From an optimization exercise on the open Yosys and OpenROAD flow, aimed at small area; shortcuts taken in it are not production practice.
Only simulation tests tie the RTL to the original design; equivalence was not proved.
Power and IR drop assume default switching activity.

===== design/flow/flow/run.sh =====
#!/bin/bash
set -euo pipefail
cd "$(dirname "$0")/.."
bash standard.sh BUFFER_PORTS_ARGS="-buffer_cell sky130_fd_sc_hd__buf_1" finish > make_finish.log 2>&1

===== design/flow/standard.sh =====
#!/bin/bash
# synth_recipe.tcl (not shown) runs the flow's synth.tcl, then flattens the netlist and writes it again
# the make line also repeats each setting of config.mk as NAME=value (left out here)
make -C /OpenROAD-flow-scripts/flow DESIGN_CONFIG=/design/flow/config.mk WORK_HOME=/design/flow/orfs CLKGATE_MAP_FILE= SYNTH_SCRIPT=/design/flow/synth_recipe.tcl "${@:-finish}"

===== design/flow/design.v =====
`timescale 1ns / 1ps
module globalCounter(count,clk,rst);
input clk;
input rst;
output [4:0]count;
parameter limit = 21;
reg [4:0]countReg;
always@(posedge clk)
begin
	if(rst)
		countReg <= 0;
	else if(countReg == limit)
		countReg <= 0;
	else
		countReg <= countReg + 1;
end
assign count = countReg;
endmodule
module luFactorizer(clk,rst,a11,a12,a13,a14,a21,a22,a23,a24,a25,a31,a32,a33,a34,a35,a36,a41,a42,a43,a44,a45,a46,a47,a52,a53,a54,a55,a56,a57,a58,a63,a64,a65,a66,a67,a68,a74,a75,a76,a77,a78,a85,a86,a87,a88,lL1,lL2,lL3,uL1,uL2,uL3,uL4);
input clk;
input rst;
input [7:0] a11,a12,a13,a14,a21,a22,a23,a24,a25,a31,a32,a33,a34,a35,a36,a41,a42,a43,a44,a45,a46,a47,a52,a53,a54,a55,a56,a57,a58,a63,a64,a65,a66,a67,a68,a74,a75,a76,a77,a78,a85,a86,a87,a88;
output [7:0] lL1,lL2,lL3,uL1,uL2,uL3,uL4;
wire [4:0] count;
reg first;
globalCounter g1(count,clk,rst);
always @(posedge clk) first <= rst;
wire [5:0] st = {first,count};
reg [7:0] ACC1;
reg [7:0] ACC2;
reg [7:0] ACC3;
reg [7:0] ACC4;
reg [7:0] H7;
reg [7:0] HY3;
reg [7:0] HY6;
reg [7:0] HY9;
reg [7:0] HZ6;
reg [7:0] HZ8;
reg [7:0] HZ9;
reg [7:0] U1_x,U1_y,U1_z; reg U1_s;
always @* begin
  U1_x = HZ8; U1_y = HY9; U1_z = ACC1; U1_s = 1;
  case (st)
    6'd0: begin U1_x = HZ6; U1_y = HY6; end
    6'd7: begin U1_x = HZ6; U1_y = HY6; end
    6'd9: begin U1_x = H7; U1_y = HY3; U1_z = a44; end
    6'd10: begin U1_x = HZ6; U1_y = HY6; end
    6'd12: begin U1_x = H7; U1_y = HY3; U1_z = a55; end
    6'd13: begin U1_x = HZ6; U1_y = HY6; end
    6'd15: begin U1_x = H7; U1_y = HY3; U1_z = a66; end
    6'd16: begin U1_x = HZ6; U1_y = HY6; end
    6'd18: begin U1_x = H7; U1_y = HY3; U1_z = a77; end
    6'd19: begin U1_x = HZ6; U1_y = HY6; end
    6'd21: begin U1_x = H7; U1_y = HY3; U1_z = a88; end
    default: ;
  endcase
end
wire [7:0] U1_p = U1_x * U1_y;
wire [7:0] U1_o = U1_z - U1_p;
reg [7:0] U2_x,U2_y,U2_z; reg U2_s;
always @* begin
  U2_x = HZ9; U2_y = ACC2; U2_z = 8'd0; U2_s = 1;
  case (st)
    6'd0: begin U2_s = 0; end
    6'd4: begin U2_s = 0; end
    6'd6: begin U2_x = HZ8; U2_y = HY6; U2_z = ACC2; end
    6'd7: begin U2_s = 0; end
    6'd8: begin U2_x = HY3; U2_y = HZ6; U2_z = a43; end
    6'd9: begin U2_x = HZ8; U2_y = HY6; U2_z = ACC2; end
    6'd10: begin U2_s = 0; end
    6'd11: begin U2_x = HY3; U2_y = HZ6; U2_z = a54; end
    6'd12: begin U2_x = HZ8; U2_y = HY6; U2_z = ACC2; end
    6'd13: begin U2_s = 0; end
    6'd14: begin U2_x = HY3; U2_y = HZ6; U2_z = a65; end
    6'd15: begin U2_x = HZ8; U2_y = HY6; U2_z = ACC2; end
    6'd16: begin U2_s = 0; end
    6'd17: begin U2_x = HY3; U2_y = HZ6; U2_z = a76; end
    6'd18: begin U2_x = HZ8; U2_y = HY6; U2_z = ACC2; end
    6'd19: begin U2_s = 0; end
    6'd20: begin U2_x = HY3; U2_y = HZ6; U2_z = a87; end
    6'd21: begin U2_x = HZ8; U2_y = HY6; U2_z = ACC2; end
    default: ;
  endcase
end
wire [7:0] U2_p = U2_x * U2_y;
wire [7:0] U2_o = U2_z + (U2_p ^ {8{U2_s}}) + {7'd0,U2_s};
reg [7:0] U3_x,U3_y,U3_z; reg U3_s;
always @* begin
  U3_x = H7; U3_y = HY9; U3_z = ACC3; U3_s = 1;
  case (st)
    6'd6: begin U3_x = HZ6; end
    6'd7: begin U3_z = a24; end
    6'd8: begin U3_y = HY6; U3_z = a34; end
    6'd9: begin U3_x = HZ6; end
    6'd10: begin U3_z = a35; end
    6'd11: begin U3_y = HY6; U3_z = a45; end
    6'd12: begin U3_x = HZ6; end
    6'd13: begin U3_z = a46; end
    6'd14: begin U3_y = HY6; U3_z = a56; end
    6'd15: begin U3_x = HZ6; end
    6'd16: begin U3_z = a57; end
    6'd17: begin U3_y = HY6; U3_z = a67; end
    6'd18: begin U3_x = HZ6; end
    6'd19: begin U3_z = a68; end
    6'd20: begin U3_y = HY6; U3_z = a78; end
    6'd21: begin U3_x = HZ6; end
    default: ;
  endcase
end
wire [7:0] U3_p = U3_x * U3_y;
wire [7:0] U3_o = U3_z - U3_p;
reg [7:0] U4_x,U4_y,U4_z; reg U4_s;
always @* begin
  U4_x = HZ9; U4_y = ACC4; U4_z = 8'd0; U4_s = 0;
  case (st)
    6'd6: begin U4_x = a41; U4_y = HZ9; end
    6'd7: begin U4_x = HY3; U4_y = HZ8; U4_z = a42; U4_s = 1; end
    6'd9: begin U4_x = a52; U4_y = HZ9; end
    6'd10: begin U4_x = HY3; U4_y = HZ8; U4_z = a53; U4_s = 1; end
    6'd12: begin U4_x = a63; U4_y = HZ9; end
    6'd13: begin U4_x = HY3; U4_y = HZ8; U4_z = a64; U4_s = 1; end
    6'd15: begin U4_x = a74; U4_y = HZ9; end
    6'd16: begin U4_x = HY3; U4_y = HZ8; U4_z = a75; U4_s = 1; end
    6'd18: begin U4_x = a85; U4_y = HZ9; end
    6'd19: begin U4_x = HY3; U4_y = HZ8; U4_z = a86; U4_s = 1; end
    default: ;
  endcase
end
wire [7:0] U4_p = U4_x * U4_y;
wire [7:0] U4_o = U4_z + (U4_p ^ {8{U4_s}}) + {7'd0,U4_s};
always @(posedge clk) begin
  case (st)
    6'd2: ACC1 <= HY3;
    6'd3: ACC1 <= a22;
    6'd4: ACC1 <= ACC1;
    6'd6: ACC1 <= a33;
    6'b100000: ACC1 <= 8'd0;
    default: ACC1 <= U1_o;
  endcase
end
always @(posedge clk) begin
  case (st)
    6'd2: ACC2 <= a21;
    6'd3: ACC2 <= ACC2;
    6'd5: ACC2 <= a32;
    default: ACC2 <= U2_o;
  endcase
end
always @(posedge clk) begin
  case (st)
    6'd2: ACC3 <= a12;
    6'd3: ACC3 <= ACC3;
    6'd4: ACC3 <= a13;
    6'd5: ACC3 <= a23;
    default: ACC3 <= U3_o;
  endcase
end
always @(posedge clk) begin
  case (st)
    6'd4: ACC4 <= a31;
    default: ACC4 <= U4_o;
  endcase
end
always @(posedge clk) begin
  case (st)
    6'd6: H7 <= a14;
    6'd9: H7 <= a25;
    6'd12: H7 <= a36;
    6'd15: H7 <= a47;
    6'd18: H7 <= a58;
    default: H7 <= H7;
  endcase
end
always @(posedge clk) begin
  case (st)
    6'd0: HY3 <= a11;
    6'd6: HY3 <= U4_o;
    6'd9: HY3 <= U4_o;
    6'd12: HY3 <= U4_o;
    6'd15: HY3 <= U4_o;
    6'd18: HY3 <= U4_o;
    6'b100000: HY3 <= a11;
    default: HY3 <= HY3;
  endcase
end
always @(posedge clk) begin
  case (st)
    6'd5: HY6 <= U4_o;
    6'd8: HY6 <= U4_o;
    6'd11: HY6 <= U4_o;
    6'd14: HY6 <= U4_o;
    6'd17: HY6 <= U4_o;
    6'd20: HY6 <= U4_o;
    default: HY6 <= HY6;
  endcase
end
always @(posedge clk) begin
  case (st)
    6'd0: HY9 <= U2_o;
    6'd4: HY9 <= U2_o;
    6'd7: HY9 <= U2_o;
    6'd10: HY9 <= U2_o;
    6'd13: HY9 <= U2_o;
    6'd16: HY9 <= U2_o;
    6'd19: HY9 <= U2_o;
    6'b100000: HY9 <= 8'd0;
    default: HY9 <= HY9;
  endcase
end
always @(posedge clk) begin
  case (st)
    6'd5: HZ6 <= ACC3;
    6'd8: HZ6 <= ACC3;
    6'd11: HZ6 <= ACC3;
    6'd14: HZ6 <= ACC3;
    6'd17: HZ6 <= ACC3;
    6'd20: HZ6 <= ACC3;
    default: HZ6 <= HZ6;
  endcase
end
always @(posedge clk) begin
  case (st)
    6'd0: HZ8 <= ACC3;
    6'd4: HZ8 <= ACC3;
    6'd7: HZ8 <= ACC3;
    6'd10: HZ8 <= ACC3;
    6'd13: HZ8 <= ACC3;
    6'd16: HZ8 <= ACC3;
    6'd19: HZ8 <= ACC3;
    6'b100000: HZ8 <= 8'd0;
    default: HZ8 <= HZ8;
  endcase
end
always @(posedge clk) begin
  case (st)
    6'd2: HZ9 <= ACC1;
    6'd3: HZ9 <= ACC1;
    6'd6: HZ9 <= ACC1;
    6'd9: HZ9 <= ACC1;
    6'd12: HZ9 <= ACC1;
    6'd15: HZ9 <= ACC1;
    6'd18: HZ9 <= ACC1;
    6'd21: HZ9 <= ACC1;
    default: HZ9 <= HZ9;
  endcase
end
reg [7:0] lL1_r;
always @* begin
  case (st)
    6'd7, 6'd10, 6'd13, 6'd16, 6'd19: lL1_r = HY3;
    default: lL1_r = 8'd0;
  endcase
end
assign lL1 = lL1_r;
reg [7:0] lL2_r;
always @* begin
  case (st)
    6'd6, 6'd9, 6'd12, 6'd15, 6'd18, 6'd21: lL2_r = HY6;
    default: lL2_r = 8'd0;
  endcase
end
assign lL2 = lL2_r;
reg [7:0] lL3_r;
always @* begin
  case (st)
    6'd1, 6'd5, 6'd8, 6'd11, 6'd14, 6'd17, 6'd20: lL3_r = HY9;
    default: lL3_r = 8'd0;
  endcase
end
assign lL3 = lL3_r;
reg [7:0] uL1_r;
always @* begin
  case (st)
    6'd0, 6'd3, 6'd4, 6'd7, 6'd10, 6'd13, 6'd16, 6'd19: uL1_r = HZ9;
    default: uL1_r = 8'd0;
  endcase
end
assign uL1 = uL1_r;
reg [7:0] uL2_r;
always @* begin
  case (st)
    6'd1, 6'd5, 6'd8, 6'd11, 6'd14, 6'd17, 6'd20: uL2_r = HZ8;
    default: uL2_r = 8'd0;
  endcase
end
assign uL2 = uL2_r;
reg [7:0] uL3_r;
always @* begin
  case (st)
    6'd6, 6'd9, 6'd12, 6'd15, 6'd18, 6'd21: uL3_r = HZ6;
    default: uL3_r = 8'd0;
  endcase
end
assign uL3 = uL3_r;
reg [7:0] uL4_r;
always @* begin
  case (st)
    6'd7, 6'd10, 6'd13, 6'd16, 6'd19: uL4_r = H7;
    default: uL4_r = 8'd0;
  endcase
end
assign uL4 = uL4_r;
endmodule

===== design/flow/config.mk =====
export PLATFORM = sky130hd
export DESIGN_NAME = luFactorizer
export DESIGN_NICKNAME = luFactorizer
export VERILOG_FILES = /design/flow/design.v
export SDC_FILE = /design/flow/constraint.sdc
export NUM_CORES = 4
export LEC_CHECK = 0
export CAP_MARGIN = 20
export CORE_MARGIN = 2
export CORE_UTILIZATION = 40
export SLEW_MARGIN = 20

===== design/flow/constraint.sdc =====
create_clock -name core_clock -period 8.0 [get_ports {clk}]
set_input_delay 1.6000 -clock core_clock [delete_from_list [all_inputs] [get_ports {clk}]]
set_output_delay 1.6000 -clock core_clock [all_outputs]
set_load 0.01 [all_outputs]

==> results of run 1 <==
[logic make-up after synthesis]
logic type,after synthesis
and+or+nand+nor,424
AOI/OAI and AO/OA,361
buffers and inverters,189
adders and majority gates,146
xor gates and xnor gates,98
DFF,94
muxes,23
[final timing paths]
path,start,end,slack (ps),cells after the start
max reg2reg,g1.countReg[2],HY3[7],780,21
max,g1.countReg[2],HY3[7],780,21
min,ACC3[3],HZ6[3],470,0
min reg2reg,ACC3[3],HZ6[3],470,0
[per-stage QoR]
| step | cell area [um2] | cells | setup slack (ps) | hold WS (ps) |
|---|---|---|---|---|
| after floorplan | 11900 | 1335 | 1400 | 421 |
| after global placement | 13900 | 2096 | 992 | 433 |
| after detailed placement | 13900 | 2096 | 930 | 451 |
| after CTS | 14200 | 2112 | 895 | 468 |
| after global routing | 14200 | 2113 | 309 | 490 |
| final | 14200 | 2113 | 784 | 465 |
[cells in the mapped netlist, drive strengths merged (3+ instances only)]
library cell	number	area, um2
xnor2	64	576
a22o	25	220
o22ai	5	31.3
xnor3	6	135
fa	58	1160
a221oi	17	240
a21oi	47	243
or3b	5	43.8
nor2b	17	106
a22oi	99	743
a21o	16	120
nand2	99	372
nor2	122	460
and3	15	93.8
xor2	28	245
mux2i	15	150
a2111oi	7	98.9
nor4b	4	62.6
a31oi	20	125
clkbuf	58	218
a222oi	24	240
o31ai	3	22.5
a221o	12	120
dfxtp	14	280
nor4	4	46.3
a211o	3	26.3
or2	21	131
inv	111	417
o21ai	50	254
a211oi	3	22.5
nand2b	11	68.8
and2	75	469
edfxtp	80	2400
or3	3	18.8
nor3	8	40.0
mux2	8	90.1
nand4	7	43.8
buf	19	135
ha	88	1100
a21boi	11	82.6
nand3	25	130
[final cells by class]
class / instances / area (um2)
Clock buffer: 10 / 229
Clock inverter: 6 / 70.1
Timing Repair Buffer: 448 / 1830
Tap cell: 390 / 488
Antenna cell: 1 / 2.50
Multi-Input combinational cell: 1052 / 8460
Fill cell: 2974 / 15300
Inverter: 112 / 420
Sequential cell: 94 / 2680
[layer usage]
metal / track usage [%] / share of wire (%) / up-vias
li1: - / - / 5600
met1: 41.6 / 41 / 5853
met2: 53.5 / 48 / 699
met3: 2.86 / 6.6 / 97
met4: 13.7 / 4.3 / 0
met5: 0 / 0 / -
[power by group]
| group | internal, mW | switching, mW | leakage [nW] |
|---|---|---|---|
| combinational | 2.04 | 2.32 | 4.68 |
| sequential | 0.891 | 0.184 | 0.906 |
| clock | 0.246 | 0.219 | 0.143 |
| total | 3.18 | 2.73 | 5.73 |
==> summary.md, run 1 <==
| Metric | Value |
|---|---|
| Outcome | `finished clean` |
| Post-Route WL | `50.2 mm` |
| Crit path max-delay family | `adder cells` |
| # hold bufs at CTS | `0` |
| Main flop type after synthesis | `edfxtp_1` |
| Core footprint | `0.0295 mm2` |
| Clock sinks | `94` |
| DIE AREA | `0.0311 mm2` |
| Layout cells sized above 1 | `6.97%` |
| Crit path cell chain | `nor4b_4, o21ai_1, nand2_1, and2_1, a211oi_1, nor2_1, fa_1, inv_1, fa_1, fa_1, fa_1, inv_1, ha_1, a21oi_1, xnor2_1, xnor2_1, xnor2_1, xnor3_1, xnor2_2, xnor2_2, mux2_2` |
| Total chip power | `5.90 mW` |
| Asr flop ratio synth | `0%` |
| Pwr Density | `416 mW/mm2` |
| IO Count | `410` |
| Setup Skew | `11.2 ps` |
| Layout Utilization | `48.1%` |
| Post-CTS sizing | `0` |
| Mapped cell area | `0.0119 mm2` |
| Final period demand of the worst path | `7220 ps` |
| Yosys warns | `2` |
| H-tree levels | `3` |
| Largest family of logic cells by synthesized area | `compound AO/OA/AOI/OAI gates` |
| Leak | `5.73 nW` |
| Drt initial violations | `1209` |
| Post-Synth Simple-Gate Area | `18.4%` |
| XOR/XNOR Fraction of Synth Area | `8.04%` |
| Post-Synth Adder-Cell Area | `19.0%` |
| Mux cell area share after synthesis | `2.02%` |
| RSZ-0062 raised after global routing | `no` |
| Die width | `176 um` |
| CP Data Required Time | `8120 ps` |
| IO buf count | `409` |
| Worst-case clock buffer depth | `2` |
| Setup TNS | `0 ps` |
| Most used cell, CP | `fa_1` |
| Hpwl dp | `41.3 mm` |
| TritonCTS clock tree | `done` |
| Antenna viol nets, final | `0` |
| Part of the cycle the worst path needs | `90.2%` |
| Number of global-route vias before repair | `11.8k` |
| Crit path max-delay cell type | `dfxtp_1` |
| Clk slew on worst S/H paths | `70 ps` |
| Starting Density | `40.3%` |
| Tot GR Track Use | `31.7%` |
| CP max FO | `21` |
| Area Overhead vs Synth | `19.2%` |
| Most frequent cells in the layout | `409 x buf_1, 121 x nor2_1, 111 x inv_1, 99 x nand2_1, 99 x a22oi_1` |
| Achievable Freq | `139 MHz` |
| CP bufs+invs | `2` |
| DRC Markers | `0` |
| Synth Register Bits | `94` |
| Clk latency of the worst-skew pair | `370 ps` |
| Post-synth EDFFs | `80` |
| CTS Buf Count | `9` |
| Final Setup Violations | `0` |
| Worst VDD drop | `0.273 mV` |
| Netlist cell types | `89` |
| Worst setup EP type | `flop` |
| Commonest non-fill, non-tap cell in the layout | `buf_1` |
| Crit path kind | `reg -> reg` |
| Slew @ Worst Pin | `972 ps` |
| Max-slew headroom | `34.8%` |
| Fin. Hold Viols | `0` |
| Final Net Count | `2217` |
| Die Y | `176 um` |
| Row count | `63` |
| Syn Inst Count | `1335` |
| Syn Nets | `1835` |
| Via count of the routed design | `12.2k` |
| Total gr overflow | `0` |
| Syn_area_per_cell | `8.91 um2` |
| Initial antenna violation count | `1` |
| Worst hold path class | `reg -> reg` |
| Largest net degree at the start of global routing | `32` |
| Root Driver | `clkbuf_16` |
| Arr. time, crit path | `7330 ps` |
| Global-route wire length before repair | `73.1 mm` |
| Avg WL per Cell | `23.7 um` |
| Postcts setup bufs | `0` |
| Routability cong. | `0.980` |
| MaxCap Viol Count | `0` |
| Critical Path Start Type | `flop` |
| Register area share after synthesis | `22.6%` |
| Post-synthesis compound-gate area fraction | `23.5%` |
| Final Slew Violations | `0` |
| Pre-antenna DRT Iters | `7` |
| Crit-path max cell delay | `870 ps` |
| Routed vias/inst | `5.80` |
==> run 2, diff against run 1 <==
==> design/flow/run.sh (new file) <==
#!/bin/bash
# synth_recipe.tcl (not shown) runs the flow's synth.tcl, then flattens the netlist and writes it again
# the make line also repeats each setting of config.mk as NAME=value (left out here)
make -C /OpenROAD-flow-scripts/flow DESIGN_CONFIG=/design/flow/config.mk WORK_HOME=/design/flow/orfs CLKGATE_MAP_FILE= SYNTH_SCRIPT=/design/flow/synth_recipe.tcl finish
removed: design/flow/flow/run.sh
removed: design/flow/standard.sh
==> run 2 against run 1 <==
Register-to-register slack got worse by 360 ps. Utilization grew 8.6 points. Critical endpoint unchanged. Non-clock buffer count shrank 1. Setup slack lost 360 ps. Flip-flop and latch count is the same. Synthesized cell count stayed put. Sequential share of layout area is 2.9 points lower.
==> summary.md, run 2 <==
| Metric | Value |
|---|---|
| Global-route wire length before repair | `75.1 mm` |
| RSZ-0062 raised after global routing | `no` |
| Worst VDD drop | `0.255 mV` |
| Most frequent cells in the layout | `409 x clkdlybuf4s50_1, 121 x nor2_1, 111 x inv_1, 99 x nand2_1, 99 x a22oi_1` |
| DRC Markers | `0` |
| Dpl ws | `526 ps` |
| Number of global-route vias before repair | `12.1k` |
| Crit-path max cell delay | `760 ps` |
| Final period demand of the worst path | `7580 ps` |
| Worst setup EP type | `flop` |
| Row count | `63` |
| Arr. time, crit path | `7690 ps` |
| TritonCTS clock tree | `done` |
| Leak | `6.80 nW` |
| H-tree levels | `3` |
| Die width | `176 um` |
| Crit path cell chain | `mux2_1, a32oi_2, nand2_1, and2_1, a211oi_1, nor2_1, fa_1, inv_1, fa_1, fa_1, fa_1, inv_1, ha_1, a21oi_1, xnor2_1, xnor2_1, xnor2_1, xnor3_1, xnor2_2, xnor2_2, mux2_2` |
| Final Net Count | `2216` |
| Proportion of netlist area held by the largest area contributor | `20.2%` |
| Post-synth EDFFs | `80` |
| IO buf count | `409` |
| Critical Path Start Type | `flop` |
| Clk latency of the worst-skew pair | `360 ps` |
| Starting Density | `40.3%` |
| Max-slew headroom | `33.3%` |
| Post-CTS sizing | `0` |
| Crit path kind | `reg -> reg` |
| Top-count cell post-synth | `nor2_1` |
| Final Setup Violations | `0` |
| Avg WL per Cell | `24.5 um` |
| Netlist cell types | `89` |
| Achievable Freq | `132 MHz` |
| Syn_area_per_cell | `8.91 um2` |
| Worst-case clock buffer depth | `2` |
| DIE AREA | `0.0311 mm2` |
| Worst hold path class | `reg -> reg` |
| Commonest non-fill, non-tap cell in the layout | `clkdlybuf4s50_1` |
| Routed vias/inst | `5.72` |
| Clock sinks | `94` |
| Die Y | `176 um` |
| Slew @ Worst Pin | `1000 ps` |
| Drt initial violations | `1017` |
| Via count of the routed design | `12.1k` |
| Pre-antenna DRT Iters | `5` |
| Crit path max-delay cell type | `a211oi_1` |
| # hold bufs at CTS | `0` |
| Routability cong. | `0.955` |
| Pwr Density | `363 mW/mm2` |
| IO Count | `410` |
| Syn Inst Count | `1335` |
| MaxCap Viol Count | `0` |
| Leading area contributor after synthesis | `edfxtp_1` |
| Final Slew Violations | `0` |
| Largest net degree at the start of global routing | `30` |
| Yosys warns | `2` |
| Setup TNS | `0 ps` |
| Antenna viol nets, final | `0` |
| Clk slew on worst S/H paths | `70 ps` |
| Register area share after synthesis | `22.6%` |
| Total gr overflow | `0` |
| Most used cell, CP | `fa_1` |
| Final WS setup | `420 ps` |
| Layout cells sized above 1 | `6.97%` |
| Core footprint | `0.0295 mm2` |
| Top post-synthesis cells by area | `edfxtp_1 20%, fa_1 9.8%, ha_1 9.3%` |
| Area after DPL | `0.0164 mm2` |
| Root Driver | `clkbuf_16` |
| Area Overhead vs Synth | `40.5%` |
| Syn Nets | `1835` |
| Synth Register Bits | `94` |
| Hpwl dp | `42.9 mm` |
| CP max FO | `17` |
| Design Area, Final | `0.0167 mm2` |
| Postcts setup bufs | `0` |
| CTS Buf Count | `9` |
| Antenna cells | `0` |
| Outcome | `finished clean` |
| CP Data Required Time | `8110 ps` |
| Commonest cells post-synth | `121 x nor2_1, 111 x inv_1, 99 x a22oi_1, 99 x nand2_1, 88 x ha_1` |
| Initial antenna violation count | `1` |
| Post-Route WL | `51.7 mm` |
| Mapped cell area | `0.0119 mm2` |
| Asr flop ratio synth | `0%` |
| Part of the cycle the worst path needs | `94.7%` |
| Fin. Hold Viols | `0` |
| Tot GR Track Use | `32.6%` |
| Setup Skew | `11.4 ps` |
| Main flop type after synthesis | `edfxtp_1` |
run 2: cell counts after synthesis:
Identical to the previous run, type by type.
run 2: report_power, final:
group | leakage (nW) | total (mW) | switching (mW) | internal (mW)
clock | 0.133 | 0.425 | 0.203 | 0.222
combinational | 5.76 | 4.57 | 2.39 | 2.18
sequential | 0.906 | 1.07 | 0.183 | 0.891
run 2: path summary, 6_finish.rpt:
path | from | to | slack, ps | depth (start not counted)
min reg2reg | ACC3[3] | HZ6[3] | 460 | 0
min | ACC3[3] | HZ6[3] | 460 | 0
max | g1.countReg[3] | HY3[7] | 420 | 21
max reg2reg | g1.countReg[3] | HY3[7] | 420 | 21
run 2: per-layer routing:
metal / global-route usage (%) / share of wire (%) / vias to the layer above
li1: - / - / 5591
met1: 41.3 / 41 / 5848
met2: 56.7 / 49 / 561
met3: 4.82 / 6.8 / 69
met4: 11.1 / 3.2 / 2
met5: 0 / 0.019 / -
run 2: cell families (layout without fill, tap and decap cells):
group / count (synthesis) / count (layout) / share of synthesized area, %
and+or+nand+nor: 424 / 424 / 18.4
AOI/OAI and AO/OA: 361 / 361 / 23.5
muxes: 23 / 23 / 2.02
DFF: 94 / 94 / 22.6
buffers and inverters: 189 / 575 / 6.50
xor gates and xnor gates: 98 / 98 / 8.04
adders and majority gates: 146 / 146 / 19.0
run 2: layout make-up:
class | instances | area (um2)
Fill cell | 2753 | 12800
Multi-Input combinational cell | 1052 | 8460
Timing Repair Buffer | 447 | 4380
Sequential cell | 94 | 2680
Tap cell | 390 | 488
Inverter | 112 | 420
Clock buffer | 11 | 243
Clock inverter | 5 | 41.3
run 2: per-stage QoR:
step                utilization (%)  cells  power (mW)  hold WS, ps
global placement               55.7   2095        5.50          428
global route                   56.7   2111        6.58          478
CTS                            56.7   2111        6.05          465
detailed placement             55.7   2095        5.58          447
finish                         56.7   2111        6.07          462
floorplan                         -   1335        4.30          421
run 2: critical path: cells and delay by family (launching register included):
family | cells | cell delay (ps)
muxes | 2 | 690
AOI/OAI and AO/OA | 3 | 1690
and+or+nand+nor | 3 | 700
xor gates and xnor gates | 6 | 1220
adders and majority gates | 5 | 2160
DFF | 1 | 740
buffers and inverters | 2 | 110

[port drivers added, routing unchanged]
The flow's constraints put no driver on any port. The routed layouts listed below were extracted and timed again, unchanged, in two steps. Step 1: set_driving_cell puts a clkbuf_16 on clk and a buf_2 on each other input, an assumption about the parent block. Step 2, shift: input delay + t, output delay - t, t = (earliest + latest rising clock arrival at the registers) / 2. This alone moves slack from input paths to output paths. Slacks: ideal / step 1 / step 2; pairs: ideal / step 1.
| run | t (ns) | setup WS [ns] | hold slack, ns | latest minus earliest clock arrival (ns) | worst slew at a driven data input, ns |
|---|---|---|---|---|---|
| run 1 | 0.417 | 0.784 / 0.784 / 0.784 | 0.465 / 0.465 / 0.465 | 0.013 / 0.013 | 0.07 |
| run 2 | 0.410 | 0.420 / 0.420 / 0.420 | 0.462 / 0.462 / 0.462 | 0.011 / 0.011 | 0.06 |
After both steps every run listed still meets setup and hold.
